What follows belongs to an exercise in optimizing a design on an open flow for small area, a short achievable clock period and few clock cycles; a production flow would make more cautious choices. RTL that was checked went through simulation tests only; none was proved equivalent to the original. The flow treats the clock pin as an ideal source. Dropping or thinning the clock tree relies on that and would not hold on a real chip. Power is estimated from default activity; no workload was simulated.

Setup of job 6528:
Design top_axi_lite, start of the top module:
module top_axi_lite (
    input  logic        clk,
    input  logic        rstn,
    input  logic        start,
    input  logic        mode,        
    input  logic [31:0] addr,
    input  logic [31:0] wdata_in,
    output logic [31:0] rdata_out,
    output logic        done
);
    logic [31:0] mem [0:15];
    logic [31:0] mem_d [0:15];
    logic [31:0] rd;
    logic [3:0] lo, hi, whi;
    always_comb begin
        for (int j = 0; j < 4; j++) begin
            lo[j]  = (addr[3:2] == 2'(j));
            hi[j]  = (addr[5:4] == 2'(j));
            whi[j] = start && mode && (addr[5:4] == 2'(j));
        end
    end
    logic [15:0] we [0:1];
    logic [15:0] hold [0:1];
    logic [15:0] sel [0:1];
    for (genvar h = 0; h < 2; h++) begin : g_half
        for (genvar i = 0; i < 16; i++) begin : g_word
            rf_and2  u_we   (.a(whi[i/4]), .b(lo[i%4]), .y(we[h][i]));
            rf_nand2 u_hold (.a(whi[i/4]), .b(lo[i%4]), .y(hold[h][i]));
            rf_and2  u_sel  (.a(hi[i/4]),  .b(lo[i%4]), .y(sel[h][i]));
        end
    end
    for (genvar i = 0; i < 16; i++) begin : g_word
        for (genvar b = 0; b < 32; b++) begin : g_bit
            rf_ao22 u_next (
                .a1(we[b/16][i]), .a2(wdata_in[b]), .b1(hold[b/16][i]), .b2(mem[i][b]),
                .y(mem_d[i][b])
            );
        end
    end
    always_ff @(posedge clk) begin
        for (int i = 0; i < 16; i++) mem[i] <= mem_d[i];
    end
    logic [7:0] part [0:31];
    logic [3:0] quad [0:31];
    for (genvar b = 0; b < 32; b++) begin : g_rd
        for (genvar k = 0; k < 8; k++) begin : g_ao22
            rf_ao22 u_part (
                .a1(sel[b/16][2*k]),   .a2(mem[2*k][b]),
                .b1(sel[b/16][2*k+1]), .b2(mem[2*k+1][b]),
                .y(part[b][k])
            );
        end
  ...
Settings: LEC_CHECK=0, CAP_MARGIN=20, CORE_MARGIN=2, CORE_UTILIZATION=55, SETUP_SLACK_MARGIN=1.85, SLEW_MARGIN=20, SYNTH_HIERARCHICAL=1, SYNTH_MINIMUM_KEEP_SIZE=0; clock period 3.5 ns.
standard.sh (not shown) runs the stock make flow with config.mk's settings and CLKGATE_MAP_FILE= SYNTH_SCRIPT=/design/flow/synth_recipe.tcl, a recipe that flattens the netlist after the stock synthesis.
==> flow/flow/run.sh <==
#!/bin/bash
# The standard layout with two changes:
#  - ports are buffered with buf_2 cells instead of the cell buffer_ports picks;
#  - at the end of the CTS step, flow/clock_tree.tcl replaces the clock tree
#    with a two-level one (clock port -> 2 root buffers -> 32 clkbuf_8 leaf buffers ->
#    flip-flops) and repairs timing again.
# Full output in standard.log (ORFS's per-step logs are under orfs/logs).
set -euo pipefail
export CT_LEAFS=32 CT_ROOTS=2 CT_LEAF_BUF=sky130_fd_sc_hd__clkbuf_8
bash standard.sh "BUFFER_PORTS_ARGS=-buffer_cell sky130_fd_sc_hd__buf_2" \
  "POST_CTS_TCL=$PWD/flow/clock_tree.tcl" finish > standard.log 2>&1
==> flow/flow/clock_tree.tcl <==
# Runs at the end of ORFS's CTS step (POST_CTS_TCL). Replaces the clock tree
# that clock_tree_synthesis built with a two-level one: the clock port drives
# a few root buffers, each root drives the leaf buffers near it, one leaf
# buffer per cluster of flip-flops, and each leaf buffer drives the clock pins
# of its cluster. All flip-flops get
# the same number of buffers (two) on their clock path, and the tree is not
# skewed on purpose. Then timing is repaired again on the new tree.

set ct_buf   sky130_fd_sc_hd__clkbuf_16
set ct_leaf_buf [expr {[info exists ::env(CT_LEAF_BUF)] ? $::env(CT_LEAF_BUF) : $ct_buf}]
set ct_leafs [expr {[info exists ::env(CT_LEAFS)] ? $::env(CT_LEAFS) : 16}]

set block [ord::get_db_block]
set db    [ord::get_db]
set clk   [$block findNet clk]

# Flip-flop clock pins, as odb iterms.
set sinks {}
foreach pin [all_registers -clock_pins -edge_triggered] {
  lappend sinks [sta::sta_to_db_pin $pin]
}
puts "clock_tree: [llength $sinks] flip-flop clock pins"

# Remove what clock_tree_synthesis built: every instance in the clock tree
# between the clock port and the flip-flops, and the dummy loads.
set doomed {}
foreach inst [$block getInsts] {
  set name [$inst getName]
  if {[string match clkbuf_* $name] || [string match clkload* $name]} {
    lappend doomed $inst
  }
}
foreach inst $doomed { odb::dbInst_destroy $inst }
foreach net [$block getNets] {
  if {[string match clknet_* [$net getName]] && [llength [$net getITerms]] == 0} {
    odb::dbNet_destroy $net
  }
}
puts "clock_tree: removed [llength $doomed] instances of the old tree"

# Cluster the sinks by position, seeded at quantiles of y.
set pts {}
foreach it $sinks {
  set bb [[$it getInst] getBBox]
  lappend pts [list [expr {([$bb xMin] + [$bb xMax]) / 2.0}] [expr {([$bb yMin] + [$bb yMax]) / 2.0}]]
}
set n [llength $pts]
set order [lsort -real -index 1 $pts]
set cent {}
for {set k 0} {$k < $ct_leafs} {incr k} {
  lappend cent [lindex $order [expr {int(($k + 0.5) * $n / $ct_leafs)}]]
}
# Capacitated k-means: each pass assigns the sinks greedily by distance to
# the nearest centre that still has room (at most ct_cap sinks per leaf), then
# moves each centre to the mean of its sinks.
set ct_cap [expr {int(ceil(1.1 * $n / $ct_leafs))}]
for {set iter 0} {$iter < 30} {incr iter} {
  set pairs {}
  set i 0
  foreach p $pts {
    for {set k 0} {$k < $ct_leafs} {incr k} {
      set c [lindex $cent $k]
      lappend pairs [list [expr {abs([lindex $p 0] - [lindex $c 0]) + abs([lindex $p 1] - [lindex $c 1])}] $i $k]
    }
    incr i
  }
  set pairs [lsort -real -index 0 $pairs]
  set assign [lrepeat $n -1]
  set fill [lrepeat $ct_leafs 0]
  set left $n
  foreach pr $pairs {
    lassign $pr d i k
    if {[lindex $assign $i] >= 0 || [lindex $fill $k] >= $ct_cap} { continue }
    lset assign $i $k
    lset fill $k [expr {[lindex $fill $k] + 1}]
    if {[incr left -1] == 0} { break }
  }
  set newc {}
  for {set k 0} {$k < $ct_leafs} {incr k} {
    set sx 0.0; set sy 0.0; set c 0
    foreach p $pts a $assign {
      if {$a == $k} { set sx [expr {$sx + [lindex $p 0]}]; set sy [expr {$sy + [lindex $p 1]}]; incr c }
    }
    if {$c > 0} { lappend newc [list [expr {$sx / $c}] [expr {$sy / $c}]] } else { lappend newc [lindex $cent $k] }
  }
  set cent $newc
}

set master [$db findMaster $ct_buf]
proc ct_place {inst x y} {
  $inst setLocation [expr {int($x)}] [expr {int($y)}]
  $inst setPlacementStatus PLACED
}

# Root buffers: the leaf buffers are grouped by position into ct_roots
# groups (k-means again), with one root buffer at the middle of each group.
# The clock port drives the root buffers directly (ct_roots <= 4 pins).
set ct_roots [expr {[info exists ::env(CT_ROOTS)] ? $::env(CT_ROOTS) : 4}]
set rorder [lsort -real -index 0 $cent]
set rcent {}
for {set r 0} {$r < $ct_roots} {incr r} {
  lappend rcent [lindex $rorder [expr {int(($r + 0.5) * $ct_leafs / $ct_roots)}]]
}
for {set iter 0} {$iter < 50} {incr iter} {
  set rassign {}
  foreach p $cent {
    set best 0; set bd 1e30
    for {set r 0} {$r < $ct_roots} {incr r} {
      set c [lindex $rcent $r]
      set d [expr {abs([lindex $p 0] - [lindex $c 0]) + abs([lindex $p 1] - [lindex $c 1])}]
      if {$d < $bd} { set bd $d; set best $r }
    }
    lappend rassign $best
  }
  set newc {}
  for {set r 0} {$r < $ct_roots} {incr r} {
    set sx 0.0; set sy 0.0; set c 0
    foreach p $cent a $rassign {
      if {$a == $r} { set sx [expr {$sx + [lindex $p 0]}]; set sy [expr {$sy + [lindex $p 1]}]; incr c }
    }
    if {$c > 0} { lappend newc [list [expr {$sx / $c}] [expr {$sy / $c}]] } else { lappend newc [lindex $rcent $r] }
  }
  set rcent $newc
}
set rootnets {}
for {set r 0} {$r < $ct_roots} {incr r} {
  set root [odb::dbInst_create $block $master ct_root_$r]
  set c [lindex $rcent $r]
  ct_place $root [lindex $c 0] [lindex $c 1]
  set rootnet [odb::dbNet_create $block ct_root_net_$r]
  $rootnet setSigType CLOCK
  [$root findITerm A] connect $clk
  [$root findITerm X] connect $rootnet
  lappend rootnets $rootnet
}

for {set k 0} {$k < $ct_leafs} {incr k} {
  set leaf [odb::dbInst_create $block [$db findMaster $ct_leaf_buf] ct_leaf_$k]
  set c [lindex $cent $k]
  ct_place $leaf [lindex $c 0] [lindex $c 1]
  set net [odb::dbNet_create $block ct_leaf_net_$k]
  $net setSigType CLOCK
  [$leaf findITerm A] connect [lindex $rootnets [lindex $rassign $k]]
  [$leaf findITerm X] connect $net
  set cnt 0
  foreach it $sinks a $assign {
    if {$a == $k} {
      $it disconnect
      $it connect $net
      incr cnt
    }
  }
  puts "clock_tree: leaf $k at [lindex $c 0] [lindex $c 1] drives $cnt flip-flops"
}
$clk setSigType CLOCK

# Optional: give the address decode's gates (found by the names of the nets
# they drive, from the RTL's gate modules) a strong drive before repair, as
# each drives many loads. CT_SIZE holds pairs of net-name pattern and cell.
if {[info exists ::env(CT_SIZE)]} {
  foreach {pattern cell} $::env(CT_SIZE) {
    set m [$db findMaster $cell]
    set c 0
    foreach net [$block getNets] {
      if {![string match $pattern [$net getName]]} { continue }
      foreach it [$net getITerms] {
        if {[$it isOutputSignal]} { [$it getInst] swapMaster $m; incr c }
      }
    }
    puts "clock_tree: $c drivers of $pattern made $cell"
  }
}

detailed_placement
set_propagated_clock [all_clocks]
estimate_parasitics -placement
report_clock_skew
report_clock_latency
repair_timing_helper
detailed_placement
check_placement -verbose
estimate_parasitics -placement
report_worst_slack
report_clock_skew
Testbench counts of job 6528, summed over its fixed seeds: cycles 8,000.
Input-level comparison between job 6413 and job 6528:
- SETUP_SLACK_MARGIN: 1.85 -> 1.83
- CORE_UTILIZATION: 55 -> 58
==> flow/flow/run.sh <==
#!/bin/bash
# The standard layout with two changes:
#  - ports are buffered with buf_4 cells instead of the cell buffer_ports picks;
#  - at the end of the CTS step, flow/clock_tree.tcl replaces the clock tree
#    with a two-level one (clock port -> 2 root buffers -> 32 clkbuf_8 leaf buffers ->
#    flip-flops) and repairs timing again.
# Full output in standard.log (ORFS's per-step logs are under orfs/logs).
set -euo pipefail
export CT_LEAFS=32 CT_ROOTS=2 CT_LEAF_BUF=sky130_fd_sc_hd__clkbuf_8
bash standard.sh "BUFFER_PORTS_ARGS=-buffer_cell sky130_fd_sc_hd__buf_4" \
  "POST_CTS_TCL=$PWD/flow/clock_tree.tcl" finish > standard.log 2>&1
- Compared with job 6528, in job 6413 overall power consumption moved up, switching power share of the total now sits at about the same level.
- | post-layout minimum cycle time | job 6413 vs job 6528 | worse |
- Routed length on met3 is higher on job 6413
- Status | job 6528 and job 6413 | clean
- Growth of design area from synthesis to finish, job 6528 and job 6413, lower one = job 6528.
- Job 6413 against job 6528: overall global routing resource usage increased by 1.6 points relative to the old numbers; portion of total power attributed to combinational logic now sits higher; global-route wire length before repair moved down.
### job 6413 -> job 7606
- swapping 58 for 55 in CORE_UTILIZATION
- swapping 1.83 for 1.85 in SETUP_SLACK_MARGIN
==> flow/flow/run.sh <==
#!/bin/bash
# The standard layout with two changes:
#  - ports are buffered with buf_4 cells instead of the cell buffer_ports picks;
#  - at the end of the CTS step, flow/clock_tree.tcl replaces the clock tree
#    with a two-level one (clock port -> 4 root buffers -> 20 leaf buffers ->
#    flip-flops) and repairs timing again.
# Full output in standard.log (ORFS's per-step logs are under orfs/logs).
set -euo pipefail
export CT_LEAFS=20 CT_ROOTS=4
bash standard.sh "BUFFER_PORTS_ARGS=-buffer_cell sky130_fd_sc_hd__buf_4" \
  "POST_CTS_TCL=$PWD/flow/clock_tree.tcl" finish > standard.log 2>&1
-- flow/flow/clock_tree.tcl --
<<< job 6413, line 8

set ct_buf   sky130_fd_sc_hd__clkbuf_16
set ct_leaf_buf [expr {[info exists ::env(CT_LEAF_BUF)] ? $::env(CT_LEAF_BUF) : $ct_buf}]
set ct_leafs [expr {[info exists ::env(CT_LEAFS)] ? $::env(CT_LEAFS) : 16}]

>>> job 7606, line 8

set ct_buf   sky130_fd_sc_hd__clkbuf_16
set ct_leafs [expr {[info exists ::env(CT_LEAFS)] ? $::env(CT_LEAFS) : 16}]

<<< job 6413, line 136

for {set k 0} {$k < $ct_leafs} {incr k} {
  set leaf [odb::dbInst_create $block [$db findMaster $ct_leaf_buf] ct_leaf_$k]
  set c [lindex $cent $k]
  ct_place $leaf [lindex $c 0] [lindex $c 1]
>>> job 7606, line 135

for {set k 0} {$k < $ct_leafs} {incr k} {
  set leaf [odb::dbInst_create $block $master ct_leaf_$k]
  set c [lindex $cent $k]
  ct_place $leaf [lindex $c 0] [lindex $c 1]
<<< job 6413, line 155
$clk setSigType CLOCK

# Optional: give the address decode's gates (found by the names of the nets
# they drive, from the RTL's gate modules) a strong drive before repair, as
# each drives many loads. CT_SIZE holds pairs of net-name pattern and cell.
if {[info exists ::env(CT_SIZE)]} {
  foreach {pattern cell} $::env(CT_SIZE) {
    set m [$db findMaster $cell]
    set c 0
    foreach net [$block getNets] {
      if {![string match $pattern [$net getName]]} { continue }
      foreach it [$net getITerms] {
        if {[$it isOutputSignal]} { [$it getInst] swapMaster $m; incr c }
      }
    }
    puts "clock_tree: $c drivers of $pattern made $cell"
  }
}

detailed_placement
set_propagated_clock [all_clocks]
>>> job 7606, line 154
$clk setSigType CLOCK

detailed_placement
set_propagated_clock [all_clocks]
==> comparison <==
- Via count of the first global-routing pass of job 6413 is on par with job 7606.
- Job 7606 vs job 6413: routed wire length up by a few percent
- Job 7606 packs its core looser than job 6413.
- Worst hold margin, job 7606 and job 6413: higher on job 7606
- Looking at part of the power in the clock network, job 7606 sits 1.8 points above job 6413.
No run of this note takes its clock network from TritonCTS; it comes from the design's own scripts or RTL.

========
Another version of the RTL of top_axi_lite (not shown whole).
Size in the first run: ~550 flip-flops.
// top_axi_lite
module top_axi_lite (
    input  logic        clk,
    input  logic        rstn,
    input  logic        start,
    input  logic        mode,        
    input  logic [31:0] addr,
    input  logic [31:0] wdata_in,
    output logic [31:0] rdata_out,
    output logic        done
);
    logic [31:0] mem [0:15];
    logic [31:0] mem_d [0:15];
    logic [31:0] rd;
    logic [3:0] lo, hi, whi;
    always_comb begin
        for (int j = 0; j < 4; j++) begin
            lo[j]  = (addr[3:2] == 2'(j));
            hi[j]  = (addr[5:4] == 2'(j));
            whi[j] = start && mode && (addr[5:4] == 2'(j));
        end
    end
    logic [15:0] we [0:3];
    logic [15:0] hold [0:3];
    logic [15:0] sel [0:1];
    for (genvar q = 0; q < 4; q++) begin : g_quarter
        for (genvar i = 0; i < 16; i++) begin : g_word
            rf_and2  u_we   (.a(whi[i/4]), .b(lo[i%4]), .y(we[q][i]));
            rf_nand2 u_hold (.a(whi[i/4]), .b(lo[i%4]), .y(hold[q][i]));
        end
    end
    for (genvar h = 0; h < 2; h++) begin : g_half
        for (genvar i = 0; i < 16; i++) begin : g_word
            rf_and2  u_sel  (.a(hi[i/4]),  .b(lo[i%4]), .y(sel[h][i]));
        end
    end
    for (genvar i = 0; i < 16; i++) begin : g_word
        for (genvar b = 0; b < 32; b++) begin : g_bit
  ...
clock: 3.5 ns
lec_check: 0
cap_margin: 20
core_margin: 2
core_utilization: 55
setup_slack_margin: 1.85
slew_margin: 20
synth_hierarchical: 1
synth_minimum_keep_size: 0
==> flow/flow/run.sh <==
#!/bin/bash
# The standard layout with two changes:
#  - ports are buffered with buf_1 cells instead of the cell buffer_ports picks;
#  - at the end of the CTS step, flow/clock_tree.tcl replaces the clock tree
#    with a two-level one (clock port -> 2 root buffers -> 36 clkbuf_8 leaf buffers ->
#    flip-flops) and repairs timing again.
# Full output in standard.log (ORFS's per-step logs are under orfs/logs).
set -euo pipefail
export CT_LEAFS=36 CT_ROOTS=2 CT_LEAF_BUF=sky130_fd_sc_hd__clkbuf_8
bash standard.sh "BUFFER_PORTS_ARGS=-buffer_cell sky130_fd_sc_hd__buf_1" \
  "POST_CTS_TCL=$PWD/flow/clock_tree.tcl" finish > standard.log 2>&1
Other scripts of this flow, unchanged in this note and not shown: flow/flow/clock_tree.tcl
==> next run, changes <==
SETUP_SLACK_MARGIN = 1.9   (was 1.85)
What happened:
- The new run completed with no timing, DRC or antenna violations
- routed wire length rose by about 0.9%
- sequential cell count is unchanged
- design area rose by 2.3%
- synthesized cell count stays the same
- register-to-register slack hardly moves
- power rose by about 0.8%
- clock power stays flat
- die area is unchanged
No run of this note included a check of the RTL's function; only the layout flow was run. No run of this note takes its clock network from TritonCTS; it comes from the design's own scripts or RTL.

-- port drivers added, routing unchanged --
No port has a modelled driver above. Below, the same layouts with a new extraction and two added sets of constraints. Step 1, drivers: a clkbuf_16 drives clk and a buf_2 each remaining input, both assumed. Step 2 moves the port delays by t, midway between the first and last clock arrival at a register: inputs arrive t later, outputs are due t later. That takes back most of the time a late clock gives input paths. a / b / c = no drivers / after step 1 / after step 2; a / b = the first two.
| run | t (ns) | slack for setup (ns) | hold WS [ns] | worst register clock-pin slew, ns | worst data-port slew with drivers (ns) |
|---|---|---|---|---|---|
| job 6528 | 0.498 | 1.795 / 1.818 / 1.344 | 0.472 / 0.472 / 0.472 | 0.11 / 0.11 | 0.06 |
| job 6413 | 0.497 | 1.755 / 1.681 / 1.301 | 0.450 / 0.403 / 0.475 | 0.11 / 0.11 | 0.08 |
| job 7606 | 0.454 | 1.772 / 1.838 / 1.384 | 0.474 / 0.474 / 0.474 | 0.11 / 0.11 | 0.06 |
| the first run of note 2 | 0.509 | 1.766 / 1.788 / 1.279 | 0.470 / 0.470 / 0.470 | 0.11 / 0.11 | 0.07 |
| the second run of note 2 | 0.512 | 1.854 / 1.809 / 1.305 | 0.476 / 0.458 / 0.476 | 0.10 / 0.10 | 0.13 |
After both steps setup and hold are still met in every run listed. For the second run of note 2, which loses most, drivers alone change the setup slack by -0.045 ns; drivers and shift together by -0.549 ns.
